Context: an optimization exercise on an open-source flow, tuned for small area, a short achievable clock period and few clock cycles. The choices shown serve that exercise and are no tape-out recipe. RTL that was checked went through simulation tests only; none was proved equivalent to the original. The RTL of runs 1 to 4 was laid out without a check of its function.

### flow/run.sh
#!/bin/bash
# synth_recipe.tcl (not shown) runs the flow's synth.tcl, then flattens the netlist and writes it again
# the make line also repeats each setting of config.mk as NAME=value (left out here)
make -C /OpenROAD-flow-scripts/flow DESIGN_CONFIG=/design/flow/config.mk WORK_HOME=/design/flow/orfs CLKGATE_MAP_FILE= SYNTH_SCRIPT=/design/flow/synth_recipe.tcl finish
### flow/config.mk
export PLATFORM = sky130hd
export DESIGN_NAME = dividor_rtl
export DESIGN_NICKNAME = dividor_rtl
export VERILOG_FILES = /design/flow/design.v
export SDC_FILE = /design/flow/constraint.sdc
export NUM_CORES = 4
export LEC_CHECK = 0
export CAP_MARGIN = 20
export CORE_MARGIN = 2
export CORE_UTILIZATION = 40
export SETUP_SLACK_MARGIN = 4.0
export SLEW_MARGIN = 20
### flow/constraint.sdc
create_clock -name core_clock -period 7.5 [get_ports {clk}]
set_input_delay 1.5000 -clock core_clock [delete_from_list [all_inputs] [get_ports {clk}]]
set_output_delay 1.5000 -clock core_clock [all_outputs]
set_load 0.01 [all_outputs]
### flow/design.v
module dividor_rtl #(parameter SIZE=16)
		(
			input clk, rst, start,
			input [SIZE-1:0] a, b,
			output [SIZE-1:0] m,
			output [9:0] f,
			output done,
			output div0);
		localparam IDLE = 3'd0;
		localparam PREP = 3'd1;
		localparam INT  = 3'd2;
		localparam MUL  = 3'd3;
		localparam FRAC = 3'd4;
		localparam FIN  = 3'd5;
		reg [2:0] state;
		reg [2:0] cnt;           
		reg [15:0] b_r;
		reg [17:0] b3;           
		reg [15:0] p;            
		reg [15:0] q;            
		reg [9:0] fr;            
		reg [1:0] nb;            
		reg short;               
		function [15:0] below_lead(input [15:0] x);
			reg [15:0] s1, s2, s4;
			begin
				s1 = x | (x >> 1);
				s2 = s1 | (s1 >> 2);
				s4 = s2 | (s2 >> 4);
				below_lead = (s4 | (s4 >> 8)) >> 1;
			end
		endfunction
		wire [15:0] bs = below_lead(b);
		wire [8:0] z;
		genvar j;
		generate for (j = 0; j < 8; j = j + 1) begin : g_z
			wire [31:0] lim = ({16'd0, bs} << (2*j)) | ((32'd1 << (2*j)) - 32'd1);
			assign z[j] = ~|(a & ~lim[15:0]);
		end endgenerate
		assign z[8] = 1'b1;
		integer i;
		reg [8:1] sh;            
		reg [31:0] a_sh;
		always @(*) begin
			a_sh = 32'd0;
			for (i = 1; i <= 8; i = i + 1)
				if (sh[i]) a_sh = a_sh | ({q, 16'd0} >> (2*i));
		end
		wire [17:0] t = {p, nb};
		wire [18:0] d1 = {1'b0, t} - {3'b0, b_r};
		wire [18:0] d2 = {1'b0, t} - {2'b0, b_r, 1'b0};
		wire [18:0] d3 = {1'b0, t} - {1'b0, b3};
		wire [1:0] qq = !d3[18] ? 2'd3 : !d2[18] ? 2'd2 : !d1[18] ? 2'd1 : 2'd0;
		wire [15:0] p_step = !d3[18] ? d3[15:0] : !d2[18] ? d2[15:0] : !d1[18] ? d1[15:0] : t[15:0];
		wire [25:0] n1000 = {p, 10'd0} - {6'd0, p, 4'd0} - {7'd0, p, 3'd0};
		always @(posedge clk or posedge rst)
			if (rst)
				state <= IDLE;
			else case (state)
				IDLE: if (start) state <= z[0] ? MUL : PREP;
				PREP: state <= INT;
				INT:  if (cnt == 3'd0) state <= MUL;
				MUL:  state <= (p == 16'd0) ? FIN : FRAC;
				FRAC: if (cnt == 3'd0) state <= FIN;
				default: state <= IDLE;
			endcase
		always @(posedge clk) begin
			b3 <= {1'b0, b_r, 1'b0} + {2'b0, b_r};
			case (state)
				IDLE: begin
					b_r <= b;
					p <= a;
					q <= a;
					short <= z[0];
					for (i = 1; i <= 8; i = i + 1)
						sh[i] <= z[i] & ~z[i-1];
				end
				PREP: begin
					p <= a_sh[31:16];
					q <= a_sh[15:0];
					cnt <= {sh[8] | sh[7] | sh[6] | sh[5], sh[8] | sh[7] | sh[4] | sh[3], sh[8] | sh[6] | sh[4] | sh[2]};
				end
				INT: begin
					p <= p_step;
					q <= {q[13:0], qq};
					cnt <= cnt - 3'd1;
				end
				MUL: begin
					p <= n1000[25:10];
					cnt <= 3'd4;
				end
				default: begin
					p <= p_step;
					cnt <= cnt - 3'd1;
				end
			endcase
			case (state)
				PREP: nb <= a_sh[15:14];
				INT:  nb <= q[13:12];
				MUL:  nb <= n1000[9:8];
				default: nb <= fr[7:6];
			endcase
			if (state == MUL)
				fr <= n1000[9:0];
			else
				fr <= {fr[7:0], qq};
		end
		assign m = short ? 16'd0 : q;
		assign f = fr;
		assign done = (state == FIN);
		assign div0 = (b_r == 16'd0);
endmodule
==> results of run 1 <==
[per-stage QoR]
| step | setup slack, ps | instances |
|---|---|---|
| 6_report | 4040 | 1586 |
| 5_1_grt | 3980 | 1586 |
| 4_1_cts | 3990 | 1572 |
| 3_5_place_dp | 3390 | 1547 |
| 3_3_place_gp | 3430 | 1547 |
| 2_1_floorplan | 4080 | 1217 |
[per-layer routing]
metal  routed length (um)  up-vias  track usage [%]  part of all wire, %
met3                 2350       61             4.32                  7.2
met5                    0        -                0                    0
met4                  912        0             9.45                  2.8
met2                15200      424             40.5                   46
met1                14300     4598             32.5                   44
li1                     -     4628                -                    -
[worst paths after layout]
kind,cells after the start,to,slack [ps],from
max,5,div0,4040,b_r[13]
min,2,fr[4],460,fr[2]
max reg2reg,10,p[7],4120,p[8]
min reg2reg,2,fr[4],460,fr[2]
max in group asynchronous,2,state[1],5950,rst
min in group asynchronous,2,state[0],1350,rst
[worst register-to-register path, delay by kind of cell (launching register included)]
family / cells / cell delay, ps
xor+xnor: 1 / 190
compound gates: 5 / 1160
simple gates: 1 / 520
buf+inv: 1 / 140
fa+ha+maj: 2 / 840
flops: 1 / 370
[state kept, by name, summed over array words and instances (netlist names)]
name and flops:
b3 18, b_r 16, p 16, q 16, fr 10, sh 8, cnt 3, state 3
nb 2, short 1
[cells by family after synthesis]
logic type,share of synthesized area [%]
flops,23.3
xor+xnor,5.54
simple gates,16.4
compound gates,29.6
buf+inv,6.07
fa+ha+maj,16.8
mux,2.41
[layout make-up]
| cell class | instances | share of cell area (%) |
|---|---|---|
| clock buffer | 10 | 2.01 |
| clock inverter | 6 | 0.815 |
| inverter | 94 | 3.20 |
| multi-input combinational | 967 | 62.4 |
| sequential | 93 | 20.6 |
| tap | 324 | 3.57 |
| timing repair buffer | 92 | 7.42 |
[cells in the mapped netlist (8+ instances only)]
cell and count:
nor3_1 18, a221o_1 14, dfxtp_1 46, fa_1 13
o21ai_0 65, nand2_1 73, ha_1 113, xnor2_1 47
mux2i_1 15, o31ai_1 8, nor2b_1 31, and3_1 11
a22oi_1 41, a21o_1 23, clkbuf_1 56, o211ai_1 14
o22ai_1 9, nor2_1 92, nand4_1 9, a211oi_1 15
mux2_2 8, a222oi_1 11, xor2_1 16, edfxtp_1 44
inv_1 94, a21oi_1 102, o21a_1 26, or3_1 11
nand2b_1 14, nand3_1 28, a31oi_1 21
[what timing repair did]
action	in CTS	in global routing
gates resized for setup	22	26
endpoints found under the hold margin	0	0
endpoints found under the setup margin	9	13
buffers inserted	9	14
pin swaps	4	6
==> results.yml, run 1 <==
setup_path:
  worstSetupPathType: "reg2out"
  slowest_stage: "clkdlybuf4s50_1"
  path_cells: "inv_2 -> ha_1 -> nand4_1 -> nor2_1 -> clkdlybuf4s50_1"
  required_ps: 6000
  path_delay_family: "buffers and inverters"
  cp.arrival_ps: 1960
  startpoint_type: "flop"
  max_stage_delay_ps: 560
  critical_path.max_fanout: 3
  cp_num_buf_inv: 2
  endpoint_kind: "primary output"
detailed_routing:
  drc: 0
  drt_pass1_iterations: 7
  ant_nets: 0
  drt_iter0_markers: 685
  wirelength_mm: 32.7
  vias: 9711
  post_drt_wl_per_cell_um: 20.6
  routed_via_density: 6.12
cts:
  hold_buffers: 0
  clock_latency_ps: 360
  ctsLongestPathBuffers: 2
  cts.htree.levels: 3
  cts_tree: "done"
  clock-sinks: 93
  path_clk_slew_ps: 70
  cts_buffers: 9
  cts_root_buffer: "clkbuf_16"
timing:
  setup-tns-final_ps: 0
  finalCritPeriodShare_pct: 46.2
  final_hold_viol_count: 0
  relSlewSlack_pct: 24.1
  timing.hold.ws_ps: 457
  period_needed_ps: 3460
  finalMaxSlewViolations: 0
  worst_pin_slew_ps: 1130
  final.setup_skew_ps: 8.17
  setup_violations: 0
  rsz0062_at_grt: "true"
  fmax_ghz: 0.289
global_routing:
  grt_max_degree: 33
  overflow: 0
  grt_pass1_wl_mm: 51.1
  track_usage_pct: 24.7
  antenna_found_initial: 0
  grt_pass1_vias: 9196
layout:
  seqCellArea_sq_mm: 0.00234
  final_cell_mix: "111 x ha_1, 102 x a21oi_1, 92 x nor2_1"
  final_nets: 1418
  post-route-util_pct: 46.6
  antenna_cells: 0
  fillers: 2463
  final_area_sq_mm: 0.0114
  final_common_cell: "ha_1"
  multiInputGateArea_sq_mm: 0.00709
  synthToLayoutAreaGrowth_pct: 14.1
  drive_gt1_share_pct: 8.48
die:
  die_h_um: 162
  fp.coreArea_sq_mm: 0.0244
  ios: 63
  initial_core_util_pct: 40.8
  die_area_sq_mm: 0.0262
  row_count: 57
  die_w_um: 162
yosys:
  synth.avg_cell_area_sq_um: 8.19
  synth_cells: 1217
  synth-edff-count: 44
  syn-num-nets: 1378
  yosysSeqAreaShare_pct: 23.3
  ys_ff_latch: 93
  yosysWarnings: 1
  synth.top_cell.area_share_pct: 14.2
  yosys-top-cells-area: "ha_1 14%, edfxtp_1 13%, dfxtp_1 9.2%"
  synth.distinct_cells: 83
  synth_ff_type: "dfxtp_1"
  synth_area_leader_cell: "ha_1"
  synth-async-reset-ratio_pct: 3.23
  synth_area_sq_mm: 0.00996
placement:
  dp_hpwl_mm: 24.9
  place_area_sq_mm: 0.0108
  gp_congestion: 0.910
  portBuffers: 62
outcome:
  outcome: "timing/DRC/antenna clean"
worst_hold_path:
  min_path_type: "reg2reg"
run:
  drv_cap: 0
==> inputs of run 2 (changes only) <==
--- a/flow/config.mk
+++ b/flow/config.mk
@@ -7,2 +7,3 @@
 export LEC_CHECK = 0
+export ABC_AREA = 1
 export CAP_MARGIN = 20
==> results.yml, run 2 <==
detailed_routing:
  drc: 0
  wirelength_mm: 37.2
  routed_via_density: 5.61
  drt_pass1_iterations: 6
  post_drt_wl_per_cell_um: 18.7
  vias: 11200
  drt_iter0_markers: 982
  ant_nets: 0
layout:
  largest-register: "b3"
  fillers: 2818
  antenna_cells: 0
  final_cell_mix: "389 x nand2_1, 209 x inv_1, 119 x nor2_1"
  final_nets: 1810
  largest_reg_flops: 18
  synthToLayoutAreaGrowth_pct: 11.9
  drive_gt1_share_pct: 7.26
  final_common_cell: "nand2_1"
timing:
  final_hold_viol_count: 0
  timing.hold.ws_ps: 434
  finalMaxSlewViolations: 0
  setup-tns-final_ps: 0
  rsz0062_at_grt: "false"
  setup_violations: 0
  finalCritPeriodShare_pct: 45.5
  final.setup_skew_ps: 13.3
  fmax_ghz: 0.293
  relSlewSlack_pct: 46.7
  period_needed_ps: 3410
  worst_pin_slew_ps: 790
die:
  die_h_um: 168
  ios: 63
  row_count: 59
  fp.coreArea_sq_mm: 0.0262
  initial_core_util_pct: 40.9
  die_area_sq_mm: 0.0281
  die_w_um: 168
yosys:
  ys_ff_latch: 93
  synth_ff_type: "dfxtp_1"
  yosys-top-cells-area: "nand2_1 14%, ha_1 13%, edfxtp_1 12%"
  synth.avg_cell_area_sq_um: 6.74
  yosysWarnings: 1
  synth_area_leader_cell: "nand2_1"
  synth-async-reset-ratio_pct: 3.23
  synth.distinct_cells: 64
  synth_area_sq_mm: 0.0107
  synth_most_common_cell: "nand2_1"
  synth_cells: 1591
  yosys-top-cells-count: "389 x nand2_1, 224 x inv_1, 119 x nor2_1, 114 x nand3_1, 113 x ha_1"
  yosysSeqAreaShare_pct: 21.6
  syn-num-nets: 1752
  synth-edff-count: 44
  synth.top_cell.area_share_pct: 13.6
cts:
  ctsLongestPathBuffers: 2
  cts_buffers: 9
  clock-sinks: 93
  clock_latency_ps: 350
  path_clk_slew_ps: 70
  cts.htree.levels: 3
  cts_tree: "done"
  cts_root_buffer: "clkbuf_16"
setup_path:
  cp.arrival_ps: 1910
  r2r-start: "p[7]"
  startpoint_type: "flop"
  r2r_cells: 14
  endpoint_kind: "primary output"
  r2r_end: "p[14]"
  worstSetupPathType: "reg2out"
  required_ps: 6000
  critical_path.max_fanout: 4
  ff2ff_setup_slack_ps: 4350
global_routing:
  overflow: 0
  grt_max_degree: 42
  grt_pass1_wl_mm: 57.8
  track_usage_pct: 26.4
  antenna_found_initial: 0
  grt_pass1_vias: 10600
worst_hold_path:
  whs_path_depth: 2
  min_path_type: "reg2reg"
  hp-start: "fr[0]"
  hold_end: "fr[2]"
placement:
  gp_congestion: 0.937
  portBuffers: 62
  dp_hpwl_mm: 30.2
outcome:
  outcome: "timing/DRC/antenna clean"
run:
  drv_cap: 0
[run 2: cells by family (layout without fill, tap and decap cells)]
| logic type | after synthesis | in the layout | synth area share [%] |
|---|---|---|---|
| and+or+nand+nor | 742 | 742 | 31.6 |
| xor gates and xnor gates | 45 | 45 | 3.67 |
| DFF | 93 | 93 | 21.6 |
| buffers and inverters | 277 | 340 | 10.2 |
| adders and majority gates | 126 | 126 | 15.6 |
| AOI/OAI and AO/OA | 308 | 308 | 17.3 |
[run 2: what timing repair did]
action | 4_1_cts | 5_1_grt
setup buffers | 2 | 7
hold buffers | 0 | 0
endpoints found under the setup margin | 1 | 5
resized for setup | 10 | 7
[run 2: per-layer routing]
| metal | track usage (%) | up-vias | part of all wire (%) | wire, um |
|---|---|---|---|---|
| li1 | - | 5478 | - | - |
| met1 | 37.2 | 5239 | 46 | 17100 |
| met2 | 43.7 | 405 | 46 | 17100 |
| met3 | 2.14 | 45 | 6.4 | 2380 |
| met4 | 6.62 | 0 | 1.9 | 709 |
| met5 | 0 | - | 0 | 0 |
[run 2: worst max path at each step]
stage               slack (ps)  startpoint  endpoint  depth (start not counted)
floorplan                 4710       b[14]     sh[2]                         10
global placement          3920       b[10]     sh[2]                         11
detailed placement        3900       b[10]     sh[2]                         11
CTS                       4000      b_r[2]      div0                          5
global route              4010     b_r[13]      div0                          5
finish                    4090      b_r[1]      div0                          5
[run 2: critical path, stage by stage, from the launching register on]
cell and delay [ps]:
edfxtp_1 450, inv_2 130, ha_1 200, nand4_1 110
nor2_1 130, clkdlybuf4s50_1 540
[run 2: through the flow]
stage / std cells / setup slack (ps) / util, % / instance area, sq um
2_1_floorplan: 1591 / 4710 / - / 10700
3_3_place_gp: 1964 / 3920 / 44.4 / 11600
3_5_place_dp: 1964 / 3900 / 44.4 / 11600
4_1_cts: 1982 / 4000 / 45.6 / 11900
5_1_grt: 1989 / 4010 / 45.8 / 12000
6_report: 1989 / 4090 / 45.8 / 12000
[run 2: area by class of cell]
class | count | area [sq um] | area share, %
clock buffer | 9 | 225 | 1.88
multi-input combinational | 1221 | 7320 | 61.0
clock inverter | 7 | 67.6 | 0.563
inverter | 251 | 947 | 7.89
tap | 335 | 419 | 3.49
timing repair buffer | 73 | 703 | 5.86
sequential | 93 | 2320 | 19.3
==> inputs of run 3 (changes only) <==
--- a/flow/design.v
+++ b/flow/design.v
@@ -68,2 +68,4 @@
 			b3 <= {1'b0, b_r, 1'b0} + {2'b0, b_r};
+			for (i = 1; i <= 8; i = i + 1)
+				sh[i] <= z[i] & ~z[i-1];
 			case (state)
@@ -74,4 +76,2 @@
 					short <= z[0];
-					for (i = 1; i <= 8; i = i + 1)
-						sh[i] <= z[i] & ~z[i-1];
 				end
--- a/flow/config.mk
+++ b/flow/config.mk
@@ -7,3 +7,2 @@
 export LEC_CHECK = 0
-export ABC_AREA = 1
 export CAP_MARGIN = 20
==> results.yml, run 3 <==
outcome:
  outcome: "timing/DRC/antenna clean"
yosys:
  synth-edff-count: 36
  synth_area_leader_cell: "ha_1"
  yosys-top-cells-count: "113 x ha_1, 109 x nor2_1, 106 x a21oi_1, 83 x inv_1, 75 x nand2_1"
  yosysSeqAreaShare_pct: 23.6
  yosys-top-cells-area: "ha_1 15%, dfxtp_1 11%, edfxtp_1 11%"
  synth_ff_type: "dfxtp_1"
  synth.distinct_cells: 79
  synth_cells: 1173
  syn-num-nets: 1334
  synth.avg_cell_area_sq_um: 8.09
  ys_ff_latch: 93
  synth.top_cell.area_share_pct: 14.9
  synth-async-reset-ratio_pct: 3.23
  synth_area_sq_mm: 0.00949
  yosysWarnings: 1
  synth_most_common_cell: "ha_1"
timing:
  layout_setup_ws_ps: 4080
  final.setup_skew_ps: 17.3
  relSlewSlack_pct: 43.1
  setup-tns-final_ps: 0
  setup_violations: 0
  period_needed_ps: 3420
  finalCritPeriodShare_pct: 45.7
  rsz0062_at_grt: "true"
  finalMaxSlewViolations: 0
  final_hold_viol_count: 0
  timing.hold.ws_ps: 458
  worst_pin_slew_ps: 848
  fmax_ghz: 0.292
global_routing:
  overflow: 0
  grt_pass1_vias: 8632
  grt_max_degree: 36
  grt_pass1_wl_mm: 47.3
  track_usage_pct: 24.7
  antenna_found_initial: 0
cts:
  cts_root_buffer: "clkbuf_16"
  ctsLongestPathBuffers: 2
  clock-sinks: 93
  path_clk_slew_ps: 70
  clock_latency_ps: 360
  cts_buffers: 9
  cts.htree.levels: 3
  cts_tree: "done"
setup_path:
  path_delay_family: "simple AND/OR/NAND/NOR gates"
  path_cells: "dlygate4sd2_1 -> nor4_4 -> nand2_2 -> or3_4 -> or3_4 -> or3_4 -> nor4_4 -> nor2b_1"
  crit_top_cell: "or3_4"
  endpoint_kind: "flop"
  r2r_end: "p[15]"
  cp.arrival_ps: 3670
  worstSetupPathType: "in2reg"
  cp_num_buf_inv: 1
  ff2ff_setup_slack_ps: 4160
  max_stage_delay_ps: 440
  critical_path.max_fanout: 5
  r2r-start: "p[11]"
  required_ps: 7740
  startpoint_type: "primary input"
  r2r_cells: 12
  slowest_stage: "or3_4"
worst_hold_path:
  whs_path_depth: 2
  hold_end: "fr[4]"
  min_path_type: "reg2reg"
  hp-start: "fr[2]"
detailed_routing:
  drt_pass1_iterations: 5
  ant_nets: 0
  vias: 9048
  drt_iter0_markers: 664
  drc: 0
  wirelength_mm: 30.6
  routed_via_density: 5.94
  post_drt_wl_per_cell_um: 20.1
layout:
  final_cell_count_no_fill: 1523
  drive_gt1_share_pct: 7.14
  final_nets: 1360
  largest-register: "b3"
  antenna_cells: 0
  final_common_cell: "ha_1"
  synthToLayoutAreaGrowth_pct: 13.7
  largest_reg_flops: 18
  final_area_sq_mm: 0.0108
  final_cell_mix: "113 x ha_1, 108 x nor2_1, 103 x a21oi_1"
  post-route-util_pct: 46.1
die:
  fp.coreArea_sq_mm: 0.0234
  die_area_sq_mm: 0.0250
  die_w_um: 158
  ios: 63
  die_h_um: 158
  row_count: 56
  initial_core_util_pct: 40.5
placement:
  dpl.cell_count: 1495
  dp_hpwl_mm: 23.1
  place_ws_ps: 3380
  portBuffers: 62
  gp_congestion: 0.875
  place_area_sq_mm: 0.0103
run:
  drv_cap: 0
==> run 3: cell types whose count changed after synthesis, sizes merged, moves of 19 or more <==
cell    change
nand4      -33
a31oi      +19
clkbuf     +53
o22ai      -32
nor2       -25
nand3     -104
nor2b      +30
xnor2      +28
inv       -163
nand2     -323
a22oi      +35
==> run 3: timing repair <==
item	CTS	global route
gates cloned	0	1
setup endpoints to repair	13	18
pin swaps	2	3
gates resized for setup	13	27
setup buffers	9	2
hold buffers	0	0
==> run 3: cell families (layout without fill, tap and decap cells) <==
logic type / after synthesis / in the layout / share of synthesized area [%]
adder cells (fa/ha/maj): 126 / 126 / 17.6
AO/OA/AOI/OAI: 401 / 402 / 28.6
buffers and inverters: 149 / 179 / 6.00
multiplexers: 11 / 11 / 1.24
flip-flops: 93 / 93 / 23.6
AND/OR/NAND/NOR: 328 / 328 / 16.9
XOR/XNOR: 65 / 65 / 6.00
==> run 3: worst max path at each step <==
stage	start	slack (ps)	depth (start not counted)	end
after floorplan	b[12]	4090	8	sh[7]
after global placement	b[14]	3420	10	state[1]
after detailed placement	b[14]	3380	10	state[1]
after CTS	p[8]	4020	12	p[13]
after global routing	b_r[0]	3950	12	p[0]
final	b[14]	4080	8	sh[7]
==> run 3: routing by layer <==
metal / up-vias / GRT usage, % / wire length [um]
li1: 4392 / - / -
met1: 4273 / 32.7 / 13700
met2: 329 / 40.4 / 14100
met3: 54 / 3.72 / 1850
met4: 0 / 9.91 / 912
met5: - / 0 / 0
==> run 3: worst reg2reg max path: stages, from the launching register on <==
cell and delay (ps):
dfxtp_1 500, inv_2 180, fa_1 430, ha_1 370, a21o_1 200, a21o_1 170, a21o_1 190, a21oi_1 220
o21ai_0 200, a41oi_2 280, xnor2_1 140, o21ai_0 80, a221o_1 270
==> run 3: final cells by class <==
type | count | area (sq um)
Fill cell | 2397 | 12600
Multi-Input combinational cell | 932 | 6750
Sequential cell | 93 | 2250
Timing Repair Buffer | 80 | 763
Tap cell | 319 | 399
Inverter | 83 | 319
Clock buffer | 12 | 278
Clock inverter | 4 | 33.8
==> inputs of run 4 (changes only) <==
--- a/flow/design.v
+++ b/flow/design.v
@@ -8,8 +8,8 @@
 			output div0);
-		localparam IDLE = 3'd0;
-		localparam PREP = 3'd1;
-		localparam INT  = 3'd2;
-		localparam MUL  = 3'd3;
-		localparam FRAC = 3'd4;
-		localparam FIN  = 3'd5;
+		localparam IDLE  = 3'd0;
+		localparam FIRST = 3'd1;     
+		localparam INT   = 3'd2;
+		localparam MUL   = 3'd3;
+		localparam FRAC  = 3'd4;
+		localparam FIN   = 3'd5;
 		reg [2:0] state;
@@ -23,2 +23,4 @@
 		reg short;               
+		reg [8:1] sh;            
+		integer i;
 		function [15:0] below_lead(input [15:0] x);
@@ -40,4 +42,2 @@
 		assign z[8] = 1'b1;
-		integer i;
-		reg [8:1] sh;            
 		reg [31:0] a_sh;
@@ -55,2 +55,3 @@
 		wire [25:0] n1000 = {p, 10'd0} - {6'd0, p, 4'd0} - {7'd0, p, 3'd0};
+		wire mul_now = (state == MUL) || (state == FIRST && short);
 		always @(posedge clk or posedge rst)
@@ -59,7 +60,7 @@
 			else case (state)
-				IDLE: if (start) state <= z[0] ? MUL : PREP;
-				PREP: state <= INT;
-				INT:  if (cnt == 3'd0) state <= MUL;
-				MUL:  state <= (p == 16'd0) ? FIN : FRAC;
-				FRAC: if (cnt == 3'd0) state <= FIN;
+				IDLE:  if (start) state <= FIRST;
+				FIRST: state <= !short ? INT : (p == 16'd0) ? FIN : FRAC;
+				INT:   if (cnt == 3'd0) state <= MUL;
+				MUL:   state <= (p == 16'd0) ? FIN : FRAC;
+				FRAC:  if (cnt == 3'd0) state <= FIN;
 				default: state <= IDLE;
@@ -70,13 +71,10 @@
 				sh[i] <= z[i] & ~z[i-1];
+			if (state == IDLE) begin
+				b_r <= b;
+				short <= z[0];
+			end
 			case (state)
 				IDLE: begin
-					b_r <= b;
 					p <= a;
 					q <= a;
-					short <= z[0];
-				end
-				PREP: begin
-					p <= a_sh[31:16];
-					q <= a_sh[15:0];
-					cnt <= {sh[8] | sh[7] | sh[6] | sh[5], sh[8] | sh[7] | sh[4] | sh[3], sh[8] | sh[6] | sh[4] | sh[2]};
 				end
@@ -87,5 +85,11 @@
 				end
-				MUL: begin
-					p <= n1000[25:10];
-					cnt <= 3'd4;
+				FIRST, MUL: begin
+					if (mul_now) begin
+						p <= n1000[25:10];
+						cnt <= 3'd4;
+					end else begin
+						p <= a_sh[31:16];
+						q <= a_sh[15:0];
+						cnt <= {sh[8] | sh[7] | sh[6] | sh[5], sh[8] | sh[7] | sh[4] | sh[3], sh[8] | sh[6] | sh[4] | sh[2]};
+					end
 				end
@@ -96,9 +100,11 @@
 			endcase
-			case (state)
-				PREP: nb <= a_sh[15:14];
-				INT:  nb <= q[13:12];
-				MUL:  nb <= n1000[9:8];
-				default: nb <= fr[7:6];
-			endcase
-			if (state == MUL)
+			if (mul_now)
+				nb <= n1000[9:8];
+			else if (state == FIRST)
+				nb <= a_sh[15:14];
+			else if (state == INT)
+				nb <= q[13:12];
+			else
+				nb <= fr[7:6];
+			if (mul_now)
 				fr <= n1000[9:0];
==> results.yml, run 4 <==
outcome:
  outcome: "timing/DRC/antenna clean"
detailed_routing:
  routed_via_density: 6.06
  wirelength_mm: 32.3
  drt_iter0_markers: 848
  vias: 9596
  post_drt_wl_per_cell_um: 20.4
  drt_pass1_iterations: 6
  ant_nets: 0
  drc: 0
setup_path:
  cp_num_buf_inv: 1
  r2r-start: "p[15]"
  max_stage_delay_ps: 820
  path_delay_family: "flip-flops"
  worstSetupPathType: "reg2out"
  r2r_end: "p[15]"
  required_ps: 6000
  path_cells: "and3_1 -> clkdlybuf4s50_1"
  cp.arrival_ps: 1960
  r2r_cells: 10
  endpoint_kind: "primary output"
  critical_path.max_fanout: 19
  slowest_stage: "dfrtp_1"
  ff2ff_setup_slack_ps: 4130
  startpoint_type: "flop"
worst_hold_path:
  hold_end: "fr[2]"
  hp-start: "fr[0]"
  min_path_type: "reg2reg"
  whs_path_depth: 1
placement:
  dp_hpwl_mm: 24.8
  place_area_sq_mm: 0.0106
  dpl.cell_count: 1552
  place_ws_ps: 3560
  portBuffers: 62
  gp_congestion: 0.896
global_routing:
  grt_pass1_vias: 9203
  track_usage_pct: 24.9
  antenna_found_initial: 0
  overflow: 0
  grt_pass1_wl_mm: 51.0
  grt_max_degree: 34
die:
  ios: 63
  row_count: 57
  die_area_sq_mm: 0.0259
  initial_core_util_pct: 40.6
  fp.coreArea_sq_mm: 0.0242
  die_h_um: 161
  die_w_um: 161
yosys:
  synth_cells: 1224
  synth.top_cell.area_share_pct: 14.4
  synth.distinct_cells: 84
  yosys-top-cells-count: "122 x nor2_1, 117 x a21oi_1, 113 x ha_1, 94 x inv_1, 65 x nand2_1"
  synth.avg_cell_area_sq_um: 8.04
  synth-async-reset-ratio_pct: 3.23
  synth-edff-count: 36
  yosys-top-cells-area: "ha_1 14%, dfxtp_1 11%, edfxtp_1 11%"
  syn-num-nets: 1385
  yosysWarnings: 1
  ys_ff_latch: 93
  yosysSeqAreaShare_pct: 22.7
  synth_ff_type: "dfxtp_1"
  synth_area_leader_cell: "ha_1"
  synth_most_common_cell: "nor2_1"
  synth_area_sq_mm: 0.00984
layout:
  final_cell_mix: "121 x nor2_1, 117 x a21oi_1, 113 x ha_1"
  largest_reg_flops: 18
  synthToLayoutAreaGrowth_pct: 13.2
  final_cell_count_no_fill: 1583
  final_nets: 1415
  final_area_sq_mm: 0.0111
  post-route-util_pct: 45.9
  largest-register: "b3"
  antenna_cells: 0
  final_common_cell: "nor2_1"
  drive_gt1_share_pct: 7.31
cts:
  cts_buffers: 9
  cts_tree: "done"
  cts.htree.levels: 3
  clock_latency_ps: 350
  cts_root_buffer: "clkbuf_16"
  hold_buffers: 0
  clock-sinks: 93
  path_clk_slew_ps: 80
  ctsLongestPathBuffers: 2
timing:
  fmax_ghz: 0.289
  setup-tns-final_ps: 0
  finalMaxSlewViolations: 0
  period_needed_ps: 3460
  worst_pin_slew_ps: 1060
  rsz0062_at_grt: "true"
  timing.hold.ws_ps: 457
  final_hold_viol_count: 0
  setup_violations: 0
  final.setup_skew_ps: 10.3
  relSlewSlack_pct: 28.9
  finalCritPeriodShare_pct: 46.1
  layout_setup_ws_ps: 4040
run:
  drv_cap: 0
-- run 4: final cells by class --
type                    count  area, sq um
fillers                  2433        13100
multi-input cells         971         7010
inverters                  95          364
clock buffers               9          225
clock inverters             7         62.6
repair buffers             84          813
flip-flops and latches     93         2250
well taps                 324          405
-- run 4: routing by layer --
| layer | GRT usage, % | share of wire, % | vias to the layer above |
|---|---|---|---|
| met4 | 9.54 | 4.1 | 0 |
| met2 | 40.6 | 45 | 405 |
| li1 | - | - | 4587 |
| met3 | 4.67 | 7.6 | 78 |
| met1 | 32.8 | 43 | 4526 |
| met5 | 0 | 0 | - |
-- run 4: logic make-up (layout without fill, tap and decap cells) --
group / Yosys count / count (layout) / share of synthesized area, %
xor+xnor: 55 / 55 / 4.90
mux: 16 / 16 / 1.67
simple gates: 328 / 328 / 16.0
flops: 93 / 93 / 22.7
buf+inv: 160 / 195 / 6.42
compound gates: 446 / 446 / 31.3
fa+ha+maj: 126 / 126 / 17.0
-- run 4: what timing repair did --
| item | in CTS | in global routing |
|---|---|---|
| resized for setup | 7 | 19 |
| endpoints found under the setup margin | 8 | 16 |
| setup buffers | 7 | 8 |
-- run 4: worst register-to-register path: stages, from the launching register on --
cell	delay, ps
dfxtp_1	460
inv_1	180
fa_1	480
ha_1	440
a21o_1	200
a21o_1	170
a221o_1	360
a41oi_2	270
o221ai_1	190
mux2_2	300
a211o_1	220
-- run 4: how the worst max path moves through the flow --
| stage | startpoint | end | cells past startpoint |
|---|---|---|---|
| global placement | b[14] | short | 8 |
| detailed placement | b[14] | short | 8 |
| CTS | state[1] | done | 3 |
| finish | state[2] | done | 2 |
| global route | state[2] | done | 2 |
| floorplan | b[14] | short | 7 |
==> inputs of run 5 (changes only) <==
--- a/flow/design.v
+++ b/flow/design.v
@@ -22,28 +22,17 @@
 		reg [1:0] nb;            
-		reg short;               
-		reg [8:1] sh;            
+		reg [4:0] la, lb;        
+		reg short_r;             
 		integer i;
-		function [15:0] below_lead(input [15:0] x);
-			reg [15:0] s1, s2, s4;
+		function [4:0] bitlen(input [15:0] x);
+			integer k;
 			begin
-				s1 = x | (x >> 1);
-				s2 = s1 | (s1 >> 2);
-				s4 = s2 | (s2 >> 4);
-				below_lead = (s4 | (s4 >> 8)) >> 1;
+				bitlen = 5'd0;
+				for (k = 0; k < 16; k = k + 1)
+					if (x[k]) bitlen = k + 1;
 			end
 		endfunction
-		wire [15:0] bs = below_lead(b);
-		wire [8:0] z;
-		genvar j;
-		generate for (j = 0; j < 8; j = j + 1) begin : g_z
-			wire [31:0] lim = ({16'd0, bs} << (2*j)) | ((32'd1 << (2*j)) - 32'd1);
-			assign z[j] = ~|(a & ~lim[15:0]);
-		end endgenerate
-		assign z[8] = 1'b1;
-		reg [31:0] a_sh;
-		always @(*) begin
-			a_sh = 32'd0;
-			for (i = 1; i <= 8; i = i + 1)
-				if (sh[i]) a_sh = a_sh | ({q, 16'd0} >> (2*i));
-		end
+		wire short = la < lb;
+		wire [4:0] dl = la - lb;             
+		wire [2:0] k = dl[3:1];              
+		wire [31:0] a_sh = {2'b00, q, 14'd0} >> {k, 1'b0};
 		wire [17:0] t = {p, nb};
@@ -69,8 +58,8 @@
 			b3 <= {1'b0, b_r, 1'b0} + {2'b0, b_r};
-			for (i = 1; i <= 8; i = i + 1)
-				sh[i] <= z[i] & ~z[i-1];
-			if (state == IDLE) begin
+			la <= bitlen(a);
+			lb <= bitlen(b);
+			if (state == IDLE)
 				b_r <= b;
-				short <= z[0];
-			end
+			if (state == FIRST)
+				short_r <= short;
 			case (state)
@@ -92,3 +81,3 @@
 						q <= a_sh[15:0];
-						cnt <= {sh[8] | sh[7] | sh[6] | sh[5], sh[8] | sh[7] | sh[4] | sh[3], sh[8] | sh[6] | sh[4] | sh[2]};
+						cnt <= k;
 					end
@@ -113,3 +102,3 @@
 		end
-		assign m = short ? 16'd0 : q;
+		assign m = short_r ? 16'd0 : q;
 		assign f = fr;
==> results.yml, run 5 <==
yosys:
  synth.distinct_cells: 73
  ys_ff_latch: 95
  synth_area_sq_mm: 0.00934
  synth.avg_cell_area_sq_um: 8.46
  syn-num-nets: 1270
  yosys-top-cells-count: "117 x ha_1, 95 x inv_1, 76 x nand2_1, 76 x nor2_1, 75 x a21oi_1"
  synth-async-reset-ratio_pct: 3.16
  synth_area_leader_cell: "ha_1"
  synth_most_common_cell: "ha_1"
  synth-edff-count: 36
  yosys-top-cells-area: "ha_1 16%, dfxtp_1 12%, edfxtp_1 12%"
  yosysWarnings: 1
  yosysSeqAreaShare_pct: 24.4
  synth_cells: 1104
  synth.top_cell.area_share_pct: 15.7
  synth_ff_type: "dfxtp_1"
timing:
  worst_pin_slew_ps: 1030
  finalMaxSlewViolations: 0
  setup_violations: 0
  final.setup_skew_ps: 14.9
  finalCritPeriodShare_pct: 45.4
  rsz0062_at_grt: "false"
  setup-tns-final_ps: 0
  fmax_ghz: 0.293
  period_needed_ps: 3410
  layout_setup_ws_ps: 4090
  final_hold_viol_count: 0
  relSlewSlack_pct: 30.7
cts:
  path_clk_slew_ps: 70
  cts_buffers: 9
  cts_tree: "done"
  clock_latency_ps: 370
  clock-sinks: 95
  cts.htree.levels: 3
  ctsLongestPathBuffers: 2
  cts_root_buffer: "clkbuf_16"
setup_path:
  slowest_stage: "dfrtp_1"
  critical_path.max_fanout: 7
  startpoint_type: "flop"
  path_cells: "inv_1 -> and3_1 -> clkdlybuf4s50_1"
  required_ps: 6000
  endpoint_kind: "primary output"
  worstSetupPathType: "reg2out"
  path_delay_family: "buffers and inverters"
  cp_num_buf_inv: 2
  max_stage_delay_ps: 530
  cp.arrival_ps: 1910
detailed_routing:
  wirelength_mm: 29.1
  vias: 8570
  post_drt_wl_per_cell_um: 19.6
  drc: 0
  drt_pass1_iterations: 6
  drt_iter0_markers: 755
  ant_nets: 0
  routed_via_density: 5.78
die:
  die_h_um: 157
  ios: 63
  row_count: 55
  die_area_sq_mm: 0.0246
  die_w_um: 157
  initial_core_util_pct: 41.0
  fp.coreArea_sq_mm: 0.0228
layout:
  drive_gt1_share_pct: 6.84
  final_nets: 1330
  antenna_cells: 0
  synthToLayoutAreaGrowth_pct: 15.0
  largest_reg_flops: 18
  final_cell_mix: "117 x ha_1, 84 x inv_1, 75 x nor2_1, 75 x nand2_1, 74 x a21oi_1"
  final_common_cell: "ha_1"
  largest-register: "b3"
placement:
  portBuffers: 62
  place_ws_ps: 3930
  gp_congestion: 0.916
  dp_hpwl_mm: 23.2
global_routing:
  grt_pass1_vias: 8162
  overflow: 0
  grt_max_degree: 33
  grt_pass1_wl_mm: 45.6
  track_usage_pct: 24.2
  antenna_found_initial: 0
worst_hold_path:
  min_path_type: "reg2reg"
outcome:
  outcome: "timing/DRC/antenna clean"
run:
  drv_cap: 0
run 5: cell count changes after synthesis, sizes merged, moves of 11 or more:
cell / before / now
nor3: 29 / 42
nand2: 65 / 76
clkbuf: 54 / 24
a21oi: 120 / 77
a21o: 31 / 16
o22ai: 12 / 0
mux2i: 13 / 49
nor2: 123 / 76
a221oi: 16 / 4
a22oi: 42 / 12
run 5: per-layer routing:
metal  routed length (um)  GRT usage, %  up-vias  part of all wire [%]
li1                     -             -     4192                     -
met1                13100          32.2     4046                    45
met2                13200          39.2      283                    45
met3                 1860          4.65       49                   6.4
met4                  915          8.26        0                   3.1
met5                    0             0        -                     0
run 5: final timing paths:
kind | from | endpoint | slack (ps) | cells after the start
setup / recovery | state[1] | done | 4090 | 3
hold / removal | fr[4] | fr[6] | 470 | 2
setup reg to reg | p[13] | p[15] | 4160 | 11
hold reg to reg | fr[4] | fr[6] | 470 | 2
max in group asynchronous | rst | state[1] | 6070 | 2
min in group asynchronous | rst | state[2] | 1300 | 2
run 5: area by class of cell:
cell class	instances	area, sq um
multi-input cells	883	6620
flip-flops and latches	95	2290
clock inverters	7	96.3
inverters	95	364
clock buffers	9	225
repair buffers	80	758
well taps	313	392
fillers	2255	12000
run 5: logic make-up (layout without fill, tap and decap cells):
group,Yosys count,count (layout),share of synthesized area [%]
AOI/OAI and AO/OA,326,326,24.2
and+or+nand+nor,314,314,16.2
adders and majority gates,131,131,18.7
buffers and inverters,126,191,5.24
DFF,95,95,24.4
xor gates and xnor gates,58,58,5.44
muxes,54,54,5.85
run 5: what timing repair did:
| action | 4_1_cts | 5_1_grt |
|---|---|---|
| hold buffers | 0 | 0 |
| setup endpoints to repair | 3 | 15 |
| buffers inserted | 1 | 9 |
| gates resized for setup | 4 | 27 |
run 5: tightest hold or removal path, delay by kind of cell (launching register included):
kind	cells	cell delay, ps
compound gates	1	60
flops	1	330
simple gates	1	50
run 5: per-stage QoR:
step	hold WS (ps)	instance area [sq um]	cells	utilization, %
floorplan	430	9340	1104	-
global placement	450	10300	1456	45.2
detailed placement	454	10300	1456	45.2
CTS	469	10600	1473	46.7
global route	502	10700	1482	47.2
finish	465	10700	1482	47.2
Testbench counts of run 5, summed over its fixed seeds: cycles 15,606.
==> inputs of run 6 (changes only) <==
--- a/flow/config.mk
+++ b/flow/config.mk
@@ -9,3 +9,3 @@
 export CORE_MARGIN = 2
-export CORE_UTILIZATION = 40
+export CORE_UTILIZATION = 60
 export SETUP_SLACK_MARGIN = 4.0
==> results.yml, run 6 <==
global_routing:
  grt_pass1_vias: 8128
  track_usage_pct: 33.8
  grt_max_degree: 33
  overflow: 0
  grt_pass1_wl_mm: 43.1
  antenna_found_initial: 0
cts:
  cts_tree: "done"
  cts_buffers: 9
  ctsLongestPathBuffers: 2
  cts.htree.levels: 3
  clock_latency_ps: 370
  path_clk_slew_ps: 80
  clock-sinks: 95
  cts_root_buffer: "clkbuf_16"
die:
  initial_core_util_pct: 61.4
  ios: 63
  die_area_sq_mm: 0.0166
  die_w_um: 129
  row_count: 45
  die_h_um: 129
  fp.coreArea_sq_mm: 0.0152
setup_path:
  critical_path.max_fanout: 7
  path_cells: "inv_1 -> fa_1 -> ha_1 -> or3_1 -> o21ai_0 -> a21oi_1 -> and3_1 -> a2111oi_4 -> xnor2_1 -> a22o_1 -> a2111o_1"
  cp.arrival_ps: 3670
  max_stage_delay_ps: 470
  endpoint_kind: "flop"
  worstSetupPathType: "reg2reg"
  slowest_stage: "dfxtp_1"
  cp_num_buf_inv: 1
  required_ps: 7760
  path_delay_family: "compound AO/OA/AOI/OAI gates"
  startpoint_type: "flop"
layout:
  largest-register: "b3"
  synthToLayoutAreaGrowth_pct: 12.9
  final_nets: 1328
  fillers: 1282
  largest_reg_flops: 18
  final_cell_mix: "115 x ha_1, 86 x inv_1, 76 x nor2_1, 76 x nand2_1, 74 x a21oi_1"
  final_common_cell: "ha_1"
  final_cell_count_no_fill: 1355
  antenna_cells: 0
  drive_gt1_share_pct: 6.51
placement:
  gp_congestion: 0.969
  portBuffers: 62
  dpl.cell_count: 1330
  dp_hpwl_mm: 22.3
timing:
  rsz0062_at_grt: "false"
  fmax_ghz: 0.293
  setup-tns-final_ps: 0
  finalMaxSlewViolations: 0
  relSlewSlack_pct: 33.6
  final.setup_skew_ps: 10.3
  final_hold_viol_count: 0
  period_needed_ps: 3410
  worst_pin_slew_ps: 990
  finalCritPeriodShare_pct: 45.5
  timing.hold.ws_ps: 461
  setup_violations: 0
yosys:
  synth_area_sq_mm: 0.00934
  synth-async-reset-ratio_pct: 3.16
  yosys-top-cells-area: "ha_1 16%, dfxtp_1 12%, edfxtp_1 12%"
  synth-edff-count: 36
  synth_ff_type: "dfxtp_1"
  yosysWarnings: 1
  synth_most_common_cell: "ha_1"
  yosys-top-cells-count: "117 x ha_1, 95 x inv_1, 76 x nand2_1, 76 x nor2_1, 75 x a21oi_1"
  ys_ff_latch: 95
  synth.top_cell.area_share_pct: 15.7
  syn-num-nets: 1270
  synth.distinct_cells: 73
  synth_cells: 1104
  synth_area_leader_cell: "ha_1"
  synth.avg_cell_area_sq_um: 8.46
  yosysSeqAreaShare_pct: 24.4
run:
  drv_cap: 0
detailed_routing:
  routed_via_density: 6.49
  post_drt_wl_per_cell_um: 20.8
  ant_nets: 0
  drt_pass1_iterations: 6
  drt_iter0_markers: 873
  vias: 8791
  drc: 0
  wirelength_mm: 28.3
worst_hold_path:
  min_path_type: "reg2reg"
outcome:
  outcome: "timing/DRC/antenna clean"
## run 6: kinds of logic (layout without fill, tap and decap cells)
family          count (synthesis)  count (layout)  share of synthesized area, %
fa+ha+maj                     131             131                          18.7
mux                            54              54                          5.85
compound gates                326             326                          24.2
xor+xnor                       58              58                          5.44
buf+inv                       126             189                          5.24
flops                          95              95                          24.4
simple gates                  314             314                          16.2
## run 6: final cells by class
cell class	count	area, sq um	area share (%)
well taps	188	235	2.23
repair buffers	78	743	7.05
flip-flops and latches	95	2290	21.7
clock inverters	7	71.3	0.676
inverters	95	360	3.42
clock buffers	9	225	2.14
multi-input cells	883	6620	62.8
## run 6: path summary, 6_finish.rpt
kind	startpoint	to	slack (ps)	cells past startpoint
min	fr[3]	fr[5]	460	2
max in group asynchronous	rst	state[0]	6080	2
min in group asynchronous	rst	state[2]	1300	2
max reg2reg	p[15]	p[15]	4090	11
max	p[15]	p[15]	4090	11
min reg2reg	fr[3]	fr[5]	460	2
## run 6: through the flow
stage | util (%) | cell area (sq um) | worst slack (ps)
detailed placement | 66.7 | 10100 | 3990
global route | 69.3 | 10500 | 4000
floorplan | - | 9340 | 4440
finish | 69.3 | 10500 | 4090
CTS | 68.8 | 10500 | 4000
global placement | 66.7 | 10100 | 4020
## run 6: routing by layer
metal / track usage (%) / vias up / share of wire (%)
met3: 3.62 / 65 / 6.3
li1: - / 4200 / -
met5: 0 / - / 0
met1: 44.2 / 4145 / 43
met4: 18.2 / 0 / 5.0
met2: 55.2 / 381 / 46
## run 6: worst register-to-register path: stages, from the launching register on
cell and delay, ps:
dfxtp_1 470, inv_1 210, fa_1 450, ha_1 400, or3_1 380, o21ai_0 80, a21oi_1 100, and3_1 230
a2111oi_4 340, xnor2_1 110, a22o_1 200, a2111o_1 350
## run 6: repair_timing
item | in CTS | in global routing
hold buffers | 0 | 0
endpoints found under the setup margin | 2 | 16
resized for setup | 5 | 24
setup buffers | 3 | 6
gates cloned | 0 | 0
endpoints found under the hold margin | 0 | 0
==> inputs of run 7 (changes only) <==
--- a/flow/config.mk
+++ b/flow/config.mk
@@ -9,4 +9,4 @@
 export CORE_MARGIN = 2
-export CORE_UTILIZATION = 60
-export SETUP_SLACK_MARGIN = 4.0
+export CORE_UTILIZATION = 40
+export SETUP_SLACK_MARGIN = 4.6
 export SLEW_MARGIN = 20
==> results.yml, run 7 <==
cts:
  cts_buffers: 9
  cts_root_buffer: "clkbuf_16"
  clock-sinks: 95
  cts.htree.levels: 3
  cts_tree: "done"
  clock_latency_ps: 370
  hold_buffers: 0
  path_clk_slew_ps: 70
  ctsLongestPathBuffers: 2
yosys:
  synth-async-reset-ratio_pct: 3.16
  yosysWarnings: 1
  synth.top_cell.area_share_pct: 15.7
  synth_ff_type: "dfxtp_1"
  ys_ff_latch: 95
  yosysSeqAreaShare_pct: 24.4
  yosys-top-cells-count: "117 x ha_1, 95 x inv_1, 76 x nand2_1, 76 x nor2_1, 75 x a21oi_1"
  synth_cells: 1104
  synth.avg_cell_area_sq_um: 8.46
  synth.distinct_cells: 73
  synth-edff-count: 36
  syn-num-nets: 1270
  yosys-top-cells-area: "ha_1 16%, dfxtp_1 12%, edfxtp_1 12%"
  synth_most_common_cell: "ha_1"
  synth_area_leader_cell: "ha_1"
  synth_area_sq_mm: 0.00934
outcome:
  outcome: "timing/DRC/antenna clean"
setup_path:
  startpoint: "b_r[1]"
  r2r_end: "p[15]"
  startpoint_type: "flop"
  worstSetupPathType: "reg2out"
  endpoint: "div0"
  cp.arrival_ps: 1500
  endpoint_kind: "primary output"
  r2r_cells: 11
  critical_path.max_fanout: 2
  r2r-start: "p[10]"
  required_ps: 6000
  ff2ff_setup_slack_ps: 4510
timing:
  setup_violations: 0
  finalMaxSlewViolations: 0
  relSlewSlack_pct: 30.4
  final_hold_viol_count: 0
  final.setup_skew_ps: 17.4
  finalCritPeriodShare_pct: 40.0
  worst_pin_slew_ps: 1040
  setup-tns-final_ps: 0
  rsz0062_at_grt: "true"
  fmax_ghz: 0.334
  period_needed_ps: 3000
layout:
  fillers: 2123
  antenna_cells: 0
  final_cell_mix: "92 x ha_1, 70 x nor2_1, 70 x nand2_1, 70 x buf_4, 69 x inv_1"
  final_common_cell: "ha_1"
  largest-register: "b3"
  final_area_sq_mm: 0.0122
  largest_reg_flops: 18
  final_nets: 1395
  drive_gt1_share_pct: 23.4
  synthToLayoutAreaGrowth_pct: 30.8
die:
  fp.coreArea_sq_mm: 0.0228
  die_w_um: 157
  initial_core_util_pct: 41.0
  row_count: 55
  die_h_um: 157
  die_area_sq_mm: 0.0246
  ios: 63
global_routing:
  grt_pass1_wl_mm: 48.5
  overflow: 0
  grt_pass1_vias: 8668
  grt_max_degree: 33
  track_usage_pct: 25.7
  antenna_found_initial: 1
placement:
  portBuffers: 62
  gp_congestion: 0.969
  dp_hpwl_mm: 23.6
  place_area_sq_mm: 0.0103
worst_hold_path:
  min_path_type: "reg2reg"
detailed_routing:
  ant_nets: 0
  routed_via_density: 5.90
  post_drt_wl_per_cell_um: 20.7
  drt_iter0_markers: 868
  drc: 0
  vias: 9121
  wirelength_mm: 32.0
  drt_pass1_iterations: 5
run:
  drv_cap: 0
run 7: cell families after synthesis:
group	synth area share [%]
fa+ha+maj	18.7
flops	24.4
simple gates	16.2
buf+inv	5.24
xor+xnor	5.44
mux	5.85
compound gates	24.2
run 7: metal layers:
metal  GRT usage, %  routed length (um)  share of wire (%)  vias up
li1               -                   -                  -     4341
met1           34.2               14100                 44     4370
met2           42.1               15100                 47      353
met3           4.21                1920                6.0       55
met4           9.17                 817                2.6        2
met5              0                  13              0.041        -
run 7: metrics by stage:
stage	setup WS (ps)	std cells	utilization [%]	hold WS (ps)
finish	4500	1547	53.7	460
detailed placement	3840	1456	45.4	451
global route	4400	1547	53.7	483
CTS	4450	1518	51.2	468
floorplan	4600	1104	-	430
global placement	3840	1456	45.4	454
run 7: worst max-delay path, cell delays in order, from the launching register on:
cell and delay, ps:
edfxtp_1 420, inv_2 110, buf_6 110, ha_4 130
nand4_1 70, nor2_1 140, buf_2 150
run 7: timing repair:
item	CTS	global route
gates resized for setup	206	70
endpoints found under the hold margin	0	0
gates cloned	2	0
setup buffers	44	29
pin swaps	38	43
setup endpoints to repair	39	45
run 7: cell type report:
class	instances	area, sq um	area share [%]
Clock buffer	11	253	2.07
Tap cell	313	392	3.20
Timing Repair Buffer	143	1280	10.5
Inverter	95	374	3.06
Multi-Input combinational cell	885	7520	61.6
Sequential cell	95	2340	19.1
Clock inverter	5	65.1	0.532
run 7: worst min path at each step:
stage               startpoint     to  slack [ps]  cells past startpoint
floorplan               b_r[0]  b3[0]         430                      0
global placement         fr[5]  fr[7]         450                      2
detailed placement       fr[0]  fr[2]         450                      1
CTS                      fr[2]  fr[4]         470                      2
global route             fr[2]  fr[4]         480                      2
finish                   fr[2]  fr[4]         460                      2
==> inputs of run 8 (changes only) <==
--- a/flow/config.mk
+++ b/flow/config.mk
@@ -10,3 +10,3 @@
 export CORE_UTILIZATION = 40
-export SETUP_SLACK_MARGIN = 4.6
+export SETUP_SLACK_MARGIN = 5.0
 export SLEW_MARGIN = 20
==> results.yml, run 8 <==
outcome:
  outcome: "timing/DRC/antenna clean"
cts:
  cts_root_buffer: "clkbuf_16"
  ctsLongestPathBuffers: 2
  path_clk_slew_ps: 80
  cts.htree.levels: 3
  clock-sinks: 95
  cts_buffers: 9
  clock_latency_ps: 370
  cts_tree: "done"
  hold_buffers: 0
yosys:
  ys_ff_latch: 95
  yosys-top-cells-count: "117 x ha_1, 95 x inv_1, 76 x nand2_1, 76 x nor2_1, 75 x a21oi_1"
  synth.avg_cell_area_sq_um: 8.46
  yosysSeqAreaShare_pct: 24.4
  synth_area_leader_cell: "ha_1"
  synth.distinct_cells: 73
  synth_most_common_cell: "ha_1"
  yosys-top-cells-area: "ha_1 16%, dfxtp_1 12%, edfxtp_1 12%"
  synth-edff-count: 36
  synth.top_cell.area_share_pct: 15.7
  syn-num-nets: 1270
  synth_ff_type: "dfxtp_1"
  yosysWarnings: 1
  synth_cells: 1104
  synth-async-reset-ratio_pct: 3.16
  synth_area_sq_mm: 0.00934
timing:
  worst_pin_slew_ps: 988
  fmax_ghz: 0.332
  period_needed_ps: 3010
  relSlewSlack_pct: 33.8
  setup-tns-final_ps: 0
  final_hold_viol_count: 0
  rsz0062_at_grt: "true"
  setup_violations: 0
  finalMaxSlewViolations: 0
  final.setup_skew_ps: 17.1
  finalCritPeriodShare_pct: 40.2
  layout_setup_ws_ps: 4490
setup_path:
  startpoint_type: "flop"
  cp.arrival_ps: 3260
  endpoint_kind: "flop"
  worstSetupPathType: "reg2reg"
  max_stage_delay_ps: 550
  path_delay_family: "compound AO/OA/AOI/OAI gates"
  cp_num_buf_inv: 1
  critical_path.max_fanout: 6
  slowest_stage: "fa_1"
  required_ps: 7750
  path_cells: "inv_4 -> fa_1 -> ha_4 -> and3_4 -> nand2_1 -> nor2_2 -> and3_1 -> a2111oi_4 -> xnor2_1 -> a22o_1 -> a2111o_1"
worst_hold_path:
  min_path_type: "reg2reg"
detailed_routing:
  wirelength_mm: 33.3
  drt_pass1_iterations: 5
  vias: 9281
  post_drt_wl_per_cell_um: 20.9
  routed_via_density: 5.83
  drc: 0
  ant_nets: 0
  drt_iter0_markers: 590
layout:
  final_nets: 1441
  largest-register: "b3"
  drive_gt1_share_pct: 32.0
  antenna_cells: 0
  final_common_cell: "buf_4"
  largest_reg_flops: 18
  final_cell_mix: "101 x buf_4, 87 x ha_1, 71 x nand2_1"
  synthToLayoutAreaGrowth_pct: 36.5
placement:
  place_ws_ps: 3990
  portBuffers: 62
  dp_hpwl_mm: 23.8
  gp_congestion: 0.994
global_routing:
  overflow: 0
  track_usage_pct: 26.5
  grt_pass1_vias: 8878
  antenna_found_initial: 0
  grt_max_degree: 33
  grt_pass1_wl_mm: 49.8
die:
  die_h_um: 157
  die_area_sq_mm: 0.0246
  fp.coreArea_sq_mm: 0.0228
  initial_core_util_pct: 41.0
  die_w_um: 157
  row_count: 55
  ios: 63
run:
  drv_cap: 0
## run 8: metal layers
metal	part of all wire, %	GRT usage, %	routed length, um
met1	43	34.9	14300
met2	47	43.2	15500
met5	0	0	0
met3	6.6	4.40	2200
met4	3.9	10.9	1310
## run 8: layout make-up
| class | instances | area (sq um) |
|---|---|---|
| Clock buffer | 9 | 225 |
| Clock inverter | 7 | 60.1 |
| Fill cell | 2065 | 10000 |
| Inverter | 95 | 382 |
| Multi-Input combinational cell | 886 | 7770 |
| Sequential cell | 95 | 2350 |
| Tap cell | 313 | 392 |
| Timing Repair Buffer | 188 | 1580 |
## run 8: worst min-delay path: stages (launching register included)
cell     delay [ps]
dfxtp_1         320
nand2_1          40
o21ai_0          50
## run 8: path summary, 6_finish.rpt
path	startpoint	endpoint	slack, ps	cells after the start
min reg2reg	fr[4]	fr[6]	450	2
min in group asynchronous	rst	state[2]	1310	2
max	p[13]	p[15]	4490	11
max reg2reg	p[13]	p[15]	4490	11
min	fr[4]	fr[6]	450	2
max in group asynchronous	rst	state[1]	6040	2
## run 8: logic make-up after synthesis
kind of cell	after synthesis	synth area share [%]
buf+inv	126	5.24
flops	95	24.4
xor+xnor	58	5.44
mux	54	5.85
fa+ha+maj	131	18.7
compound gates	326	24.2
simple gates	314	16.2
## run 8: per-stage QoR
stage          cells  util, %  area, sq um  hold WS, ps
2_1_floorplan   1104        -         9530          431
3_3_place_gp    1456     45.9        10400          444
3_5_place_dp    1456     45.9        10400          444
4_1_cts         1560     52.8        12000          454
5_1_grt         1593     56.0        12800          488
6_report        1593     56.0        12800          449
## run 8: repair_timing
action                                  CTS  global route
gates resized for setup                 285           122
cloned                                    4             2
pin swaps                                58            61
hold endpoints to repair                  0             0
endpoints found under the setup margin   78            77
setup buffers                            84            31
==> inputs of run 9 (changes only) <==
--- a/flow/config.mk
+++ b/flow/config.mk
@@ -10,3 +10,3 @@
 export CORE_UTILIZATION = 40
-export SETUP_SLACK_MARGIN = 5.0
+export SETUP_SLACK_MARGIN = 4.3
 export SLEW_MARGIN = 20
==> results.yml, run 9 <==
global_routing:
  antenna_found_initial: 0
  grt_pass1_vias: 8266
  use_met1_pct: 32.4
  overflow: 0
  grt_util_met2_pct: 39.7
  top_usage_layer: "met2"
  grt_pass1_wl_mm: 46.0
  grt_use_met3_pct: 4.62
  grt_max_degree: 33
  track_usage_pct: 24.4
yosys:
  yosysSeqAreaShare_pct: 24.4
  synth_cells: 1104
  syn-num-nets: 1270
  synth-async-reset-ratio_pct: 3.16
  synthMuxAreaShare_pct: 5.85
  synth-simple-area-share_pct: 16.2
  synth_ff_type: "dfxtp_1"
  ys_ff_latch: 95
  synth.distinct_cells: 73
  synth.avg_cell_area_sq_um: 8.46
  synth_most_common_cell: "ha_1"
  synth-adder-area-share_pct: 18.7
  yosysWarnings: 1
  synth_area_leader_cell: "ha_1"
  synth-edff-count: 36
  synth_area_sq_mm: 0.00934
  synth_xor_area_share_pct: 5.44
  synth-compound-area-share_pct: 24.2
  synth_top_family_by_area: "compound AO/OA/AOI/OAI gates"
  yosys-top-cells-count: "117 x ha_1, 95 x inv_1, 76 x nand2_1, 76 x nor2_1, 75 x a21oi_1"
  synth.top_cell.area_share_pct: 15.7
  yosys-top-cells-area: "ha_1 16%, dfxtp_1 12%, edfxtp_1 12%"
placement:
  place_area_sq_mm: 0.0103
  portBuffers: 62
  dp_hpwl_mm: 23.2
  dpl.cell_count: 1456
  gp_congestion: 0.916
setup_path:
  path_cells: "ha_1 -> fa_1 -> nor2b_2 -> o31ai_4 -> a2111oi_2 -> o31a_1 -> o21ai_0 -> mux2i_1 -> a211oi_1 -> a2111o_1"
  r2r_cells: 10
  path_delay_family: "compound AO/OA/AOI/OAI gates"
  required_ps: 7760
  r2r-start: "b_r[0]"
  r2r_end: "p[15]"
  slowest_stage: "edfxtp_1"
  worstSetupPathType: "reg2reg"
  cp.arrival_ps: 3390
  startpoint_type: "flop"
  ff2ff_setup_slack_ps: 4360
  cp_num_buf_inv: 0
  max_stage_delay_ps: 520
  critical_path.max_fanout: 5
  endpoint_kind: "flop"
cts:
  hold_buffers: 0
  clock-sinks: 95
  cts.htree.levels: 3
  ctsLongestPathBuffers: 2
  cts_tree: "done"
  clock_latency_ps: 380
  cts_buffers: 9
  path_clk_slew_ps: 80
  cts_root_buffer: "clkbuf_16"
timing:
  relSlewSlack_pct: 29.8
  setup-tns-final_ps: 0
  finalCritPeriodShare_pct: 41.8
  worst_pin_slew_ps: 1050
  period_needed_ps: 3140
  setup_violations: 0
  final.setup_skew_ps: 17.2
  final_hold_viol_count: 0
  finalMaxSlewViolations: 0
  rsz0062_at_grt: "true"
  fmax_ghz: 0.319
die:
  die_area_sq_mm: 0.0246
  ios: 63
  row_count: 55
  die_w_um: 157
  die_h_um: 157
  fp.coreArea_sq_mm: 0.0228
  initial_core_util_pct: 41.0
detailed_routing:
  drt_pass1_iterations: 5
  vias: 8669
  routed_via_density: 5.79
  post_drt_wl_per_cell_um: 19.8
  wirelength_mm: 29.6
  drc: 0
  ant_nets: 0
  drt_iter0_markers: 661
layout:
  post-route-util_pct: 48.6
  final_nets: 1344
  synthToLayoutAreaGrowth_pct: 18.5
  final_cell_mix: "109 x ha_1, 80 x inv_1, 74 x nand2_1"
  fillers: 2227
  drive_gt1_share_pct: 11.8
  multiInputGateArea_sq_mm: 0.00678
  final_cell_count_no_fill: 1496
  largest_reg_flops: 18
  final_area_sq_mm: 0.0111
  largest-register: "b3"
  seqCellArea_sq_mm: 0.00232
  final_common_cell: "ha_1"
  antenna_cells: 0
worst_hold_path:
  hold_end: "fr[6]"
  hp-start: "fr[4]"
  min_path_type: "reg2reg"
  whs_path_depth: 2
run:
  drv_cap: 0
outcome:
  outcome: "timing/DRC/antenna clean"
[run 9: cell types whose count changed in the layout (fill, tap and decap cells not counted), moves of 10 or more]
cell / before / now
buf_4: 101 / 30
a21oi_1: 56 / 68
clkdlybuf4s50_1: 18 / 61
inv_1: 67 / 80
ha_1: 87 / 109
ha_4: 22 / 2
o21ai_0: 42 / 52
buf_6: 20 / 0
mux2i_1: 35 / 49
mux2i_2: 12 / 0
buf_2: 19 / 0
dlygate4sd2_1: 10 / 0
[run 9: stage by stage]
stage          hold WS [ps]  setup WS (ps)
6_report                465           4360
5_1_grt                 502           4230
3_3_place_gp            450           3950
2_1_floorplan           430           4440
3_5_place_dp            454           3930
4_1_cts                 469           4300
[run 9: cell families (layout without fill, tap and decap cells)]
family / count (synthesis) / count (layout)
flip-flops: 95 / 95
AND/OR/NAND/NOR: 314 / 314
AO/OA/AOI/OAI: 326 / 326
adder cells (fa/ha/maj): 131 / 131
multiplexers: 54 / 54
XOR/XNOR: 58 / 58
buffers and inverters: 126 / 205
[run 9: routing by layer]
metal	vias up	wire, um
met5	-	0
met1	4111	13200
li1	4224	-
met3	41	1960
met4	0	811
met2	293	13600
[run 9: cell type report]
type                            count  area share (%)
Timing Repair Buffer               94            7.96
Sequential cell                    95            21.0
Clock buffer                        9            2.04
Clock inverter                      7           0.871
Tap cell                          313            3.54
Multi-Input combinational cell    883            61.3
Inverter                           95            3.35
[run 9: worst min-delay path, delay by kind of cell (launching register included)]
kind,cells,cell delay (ps)
flops,1,330
compound gates,1,60
simple gates,1,50
[run 9: repair_timing]
action,in CTS,in global routing
gates resized for setup,47,47
setup endpoints to repair,38,20
setup buffers,10,14
pin swaps,0,6
endpoints found under the hold margin,0,0
[run 9: worst max-delay path by stage]
stage,from,end,slack (ps),depth (start not counted)
6_report,b_r[0],p[15],4360,10
3_3_place_gp,b_r[1],q[1],3950,10
2_1_floorplan,p[13],p[15],4440,11
4_1_cts,b_r[3],div0,4300,5
5_1_grt,p[15],p[15],4230,11
3_5_place_dp,b_r[1],q[1],3930,10

==> re-timing with driven ports <==
In the flow no input, the clock included, has a driving cell. The finished layouts below were timed again as built, in two steps.
Step 1 assumes that a clkbuf_16 drives the clock port and a buf_2 every other input.
Step 2 adds t to the input delays and takes it off the output delays; t is the mean of the earliest and latest rising clock arrival at the registers after step 1. Input paths then give back, and output paths get back, about the clock's delay inside the block.
Slacks: ideal / step 1 / step 2; pairs: ideal / step 1.
| run | t, ns | setup slack, ns | hold WS [ns] | worst register clock-pin slew, ns | worst data-port slew with drivers (ns) |
|---|---|---|---|---|---|
| run 1 | 0.403 | 4.036 / 3.988 / 3.717 | 0.457 / 0.457 / 0.457 | 0.07 / 0.07 | 0.04 |
| run 2 | 0.396 | 4.090 / 4.041 / 3.816 | 0.434 / 0.434 / 0.434 | 0.08 / 0.08 | 0.03 |
| run 3 | 0.401 | 4.076 / 4.071 / 3.698 | 0.458 / 0.458 / 0.458 | 0.08 / 0.08 | 0.03 |
| run 4 | 0.398 | 4.041 / 3.993 / 3.750 | 0.457 / 0.457 / 0.457 | 0.08 / 0.08 | 0.04 |
| run 5 | 0.408 | 4.092 / 4.046 / 4.157 | 0.465 / 0.465 / 0.465 | 0.08 / 0.08 | 0.04 |
| run 6 | 0.406 | 4.087 / 4.087 / 4.087 | 0.461 / 0.461 / 0.461 | 0.08 / 0.08 | 0.04 |
| run 7 | 0.407 | 4.503 / 4.456 / 4.322 | 0.460 / 0.460 / 0.460 | 0.08 / 0.08 | 0.04 |
| run 8 | 0.403 | 4.488 / 4.486 / 4.488 | 0.449 / 0.449 / 0.449 | 0.08 / 0.08 | 0.04 |
| run 9 | 0.411 | 4.363 / 4.352 / 4.214 | 0.465 / 0.465 / 0.465 | 0.08 / 0.08 | 0.04 |
After both steps every run listed still meets setup and hold. The setup slack of run 3, which loses most, moves by -0.005 ns with the drivers and by -0.378 ns with both steps.
